This is an optimization exercise on Yosys and OpenROAD, whose aim is small area, not a production implementation. Only simulation tests tie the RTL to the original design; equivalence was not proved. No activity file was given, so power comes from the tool's default toggle rates.

==> v36 <==
// efpga_macc_pipe_regi
module efpga_macc_pipe_regi
  # (
     parameter INPUT_WIDTH = 18,
     parameter OUTPUT_WIDTH = 40
     )
   (
    input             clk,
    input             resetn,
    input [17:0]      a,
    input [17:0]      b,
    output reg [39:0] y
    );
   reg [17:0] a_r;       
   reg [19:1] nt_r;      
   reg [8:0]  s1_r;      
   reg [8:0]  s2_r;      
   reg [8:0]  ns3_r;     
   reg [35:0] p_r;       
   wire t_s1, t_c1;
   macc_ha t_ha1 (.a(a[1]), .b(a[0]), .s(t_s1), .co(t_c1));
   wire t_s2, t_c2;
   macc_fa t_fa2 (.a(a[2]), .b(a[1]), .c(t_c1), .s(t_s2), .co(t_c2));
   wire t_s3, t_c3;
   macc_fa t_fa3 (.a(a[3]), .b(a[2]), .c(t_c2), .s(t_s3), .co(t_c3));
   wire t_s4, t_c4;
   macc_fa t_fa4 (.a(a[4]), .b(a[3]), .c(t_c3), .s(t_s4), .co(t_c4));
   wire t_s5, t_c5;
   macc_fa t_fa5 (.a(a[5]), .b(a[4]), .c(t_c4), .s(t_s5), .co(t_c5));
   wire t_s6, t_c6;
   macc_fa t_fa6 (.a(a[6]), .b(a[5]), .c(t_c5), .s(t_s6), .co(t_c6));
   wire t_s7, t_c7;
   macc_fa t_fa7 (.a(a[7]), .b(a[6]), .c(t_c6), .s(t_s7), .co(t_c7));
   wire t_s8, t_c8;
   macc_fa t_fa8 (.a(a[8]), .b(a[7]), .c(t_c7), .s(t_s8), .co(t_c8));
   wire t_s9, t_c9;
   macc_fa t_fa9 (.a(a[9]), .b(a[8]), .c(t_c8), .s(t_s9), .co(t_c9));
   wire t_i10 = ~t_s1;
   wire t_i11 = ~t_s2;
   wire t_i12 = ~t_s3;
   wire t_i13 = ~t_s4;
   wire t_i14 = ~t_s5;
   wire t_i15 = ~t_s6;
   wire t_i16 = ~t_s7;
   wire t_i17 = ~t_s8;
   wire t_i18 = ~t_s9;
   wire t_s19, t_c19;
   macc_ha t_ha19 (.a(a[10]), .b(a[9]), .s(t_s19), .co(t_c19));
   wire t_s20, t_c20;
   macc_fa t_fa20 (.a(a[11]), .b(a[10]), .c(t_c19), .s(t_s20), .co(t_c20));
   wire t_s21, t_c21;
   macc_fa t_fa21 (.a(a[12]), .b(a[11]), .c(t_c20), .s(t_s21), .co(t_c21));
   wire t_s22, t_c22;
   macc_fa t_fa22 (.a(a[13]), .b(a[12]), .c(t_c21), .s(t_s22), .co(t_c22));
   wire t_s23, t_c23;
  ...
Settings: LEC_CHECK=0, CAP_MARGIN=0, CORE_MARGIN=2, CORE_UTILIZATION=40, GPL_TIMING_DRIVEN=0, SLEW_MARGIN=0, SYNTH_HIERARCHICAL=1, BUFFER_PORTS_ARGS=-buffer_cell sky130_fd_sc_hd__buf_1, CTS_ARGS=-sink_clustering_enable -repair_clock_nets -dont_use_dummy_load -buf_list sky130_fd_sc_hd__clkbuf_8 -distance_between_buffers 200 -branching_point_buffers_distance 200; clock period 6.5 ns.
standard.sh (not shown) runs the stock make flow with config.mk's settings and CLKGATE_MAP_FILE= SYNTH_SCRIPT=/design/flow/synth_recipe.tcl, a recipe that flattens the netlist after the stock synthesis.
==> flow/flow/run.sh <==
#!/bin/bash
# Layout flow: the standard flow (standard.sh) with its synthesis unchanged,
# and these changes to how the layout is made:
#  - after synthesis, combinational cells that synthesis sized up are swapped
#    for the smallest cell of the same function (flow/downsize.tcl); the
#    flow's own timing repair sizes up again what needs it;
#  - the buffers that global placement puts on every input and output port
#    are sky130_fd_sc_hd__buf_1;
#  - clock tree synthesis inserts no dummy loads (CTS_EXTRA below).
# Each tool's output goes to a log of its own in this folder; ORFS also keeps
# each step's log under orfs/logs.
set -euo pipefail
cd "$(dirname "$0")/.."
CTS_EXTRA="-buf_list sky130_fd_sc_hd__clkbuf_8 -distance_between_buffers 200 -branching_point_buffers_distance 200"
cat >> config.mk <<EOF
export BUFFER_PORTS_ARGS = -buffer_cell sky130_fd_sc_hd__buf_1
export CTS_ARGS = -sink_clustering_enable -repair_clock_nets -dont_use_dummy_load $CTS_EXTRA
EOF
bash standard.sh synth > synth.log 2>&1
DOWNSIZE_ODB=orfs/results/$FLOW_PLATFORM/efpga_macc_pipe_regi/base/1_synth.odb \
LIB=$FLOW_HOME/platforms/$FLOW_PLATFORM/lib/sky130_fd_sc_hd__tt_025C_1v80.lib \
  openroad -no_init -exit flow/downsize.tcl > downsize.log 2>&1
bash standard.sh > layout.log 2>&1
==> flow/flow/downsize.tcl <==
# Swap every combinational cell that synthesis sized up for the smallest cell
# of the same function (same name up to the drive-strength suffix). Registers
# are left alone. Timing repair later in the flow sizes up what needs it.
set odb $::env(DOWNSIZE_ODB)
read_liberty $::env(LIB)
read_db $odb
set block [ord::get_db_block]
set n 0
foreach inst [$block getInsts] {
  set m [[$inst getMaster] getName]
  if {![regexp {^(sky130_fd_sc_hd__([a-z0-9]+))_([0-9]+)$} $m -> base fn drive]} { continue }
  if {[regexp {^(df|sdf|edf|dl|sdl|clk|buf|conb|tap|fill|decap|lpflow|diode|probe|mux4|inv)} $fn]} { continue }
  if {$drive <= 1} { continue }
  foreach cand [list ${base}_1 ${base}_0] {
    set cm [[ord::get_db] findMaster $cand]
    if {$cm ne "NULL"} {
      $inst swapMaster $cm
      incr n
      break
    }
  }
}
puts "downsize: swapped $n instances"
write_db $odb
==> v26 (differences from v36) <==
--- a/flow/flow/run.sh
+++ b/flow/flow/run.sh
@@ -12,5 +12,5 @@
 set -euo pipefail
 cd "$(dirname "$0")/.."
-CTS_EXTRA="-buf_list sky130_fd_sc_hd__clkbuf_8 -distance_between_buffers 200 -branching_point_buffers_distance 200"
+CTS_EXTRA="-buf_list {sky130_fd_sc_hd__clkbuf_4 sky130_fd_sc_hd__clkbuf_8}"
 cat >> config.mk <<EOF
 export BUFFER_PORTS_ARGS = -buffer_cell sky130_fd_sc_hd__buf_1
- CTS_ARGS: -sink_clustering_enable -repair_clock_nets -dont_use_dummy_load -buf_list sky130_fd_sc_hd__clkbuf_8 -distance_between_buffers 200 -branching_point_buffers_distance 200 -> -sink_clustering_enable -repair_clock_nets -dont_use_dummy_load -buf_list {sky130_fd_sc_hd__clkbuf_4 sky130_fd_sc_hd__clkbuf_8}
==> v2 (differences from v36) <==
--- a/flow/flow/run.sh
+++ b/flow/flow/run.sh
@@ -12,5 +12,5 @@
 set -euo pipefail
 cd "$(dirname "$0")/.."
-CTS_EXTRA="-buf_list sky130_fd_sc_hd__clkbuf_8 -distance_between_buffers 200 -branching_point_buffers_distance 200"
+CTS_EXTRA="-buf_list sky130_fd_sc_hd__clkbuf_16 -sink_clustering_size 40 -sink_clustering_max_diameter 300 -sink_clustering_levels 1"
 cat >> config.mk <<EOF
 export BUFFER_PORTS_ARGS = -buffer_cell sky130_fd_sc_hd__buf_1
- CTS_ARGS: -sink_clustering_enable -repair_clock_nets -dont_use_dummy_load -buf_list sky130_fd_sc_hd__clkbuf_8 -distance_between_buffers 200 -branching_point_buffers_distance 200 -> -sink_clustering_enable -repair_clock_nets -dont_use_dummy_load -buf_list sky130_fd_sc_hd__clkbuf_16 -sink_clustering_size 40 -sink_clustering_max_diameter 300 -sink_clustering_levels 1
==> comparison table <==
| metric | v2 | v36 | v26 |
|---|---|---|---|
| Status | finished clean | finished clean | finished clean |
| Fraction of final layout cells with drive strength greater than 1 | 6.24% | 5.84% | 6.24% |
| Initial detailed-routing violation count | 906 | 866 | 946 |
| Critical path launch point | y[0] | ns3_r[6] | ns3_r[6] |
| Share of cell area taken by flip-flops and latches | 27.8% | 28.2% | 28.2% |
| Max Clock Skew | 0.0331 ns | 0.0390 ns | 0.0381 ns |
| Area used by sequential logic in the layout | 3370 um^2 | 3360 um^2 | 3370 um^2 |
| Count of buffering cells on the critical path with inverters included | 1 | 0 | 0 |
| Layout Cell Area excl Fill | 12100 um^2 | 11900 um^2 | 11900 um^2 |
| Share of total power in the clock network | 10.8% | 7.5% | 7.6% |
| Total of fill cells in the finished design | 2499 | 2518 | 2532 |
| Non-clock buffer contribution to total cell area | 2.95% | 3.00% | 3.00% |
| Power share of the combinational group | 66.7% | 69.2% | 69.2% |
| Multi-input logic portion of the cell area | 61.3% | 62.3% | 62.3% |

what the ideal ports hide:
Ports are ideal in the flow. The routed layouts listed here were re-timed in OpenROAD.
Step 1: set_driving_cell puts a clkbuf_16 on clk and a buf_2 on each other input, an assumption about the parent block.
Step 2 times the ports against the registers' clock, not the clock port: input delays grow and output delays shrink by t, the midpoint of the rising clock arrivals with the driver on.
Slacks: ideal / step 1 / step 2; pairs: ideal / step 1.
run	t, ns	setup slack, ns	worst slew at a driven data input, ns
v36	0.498	0.309 / 0.309 / 0.309	0.04
v26	0.484	0.323 / 0.323 / 0.323	0.04
v2	0.468	0.330 / 0.330 / 0.330	0.04
After both steps every run listed still meets setup and hold.
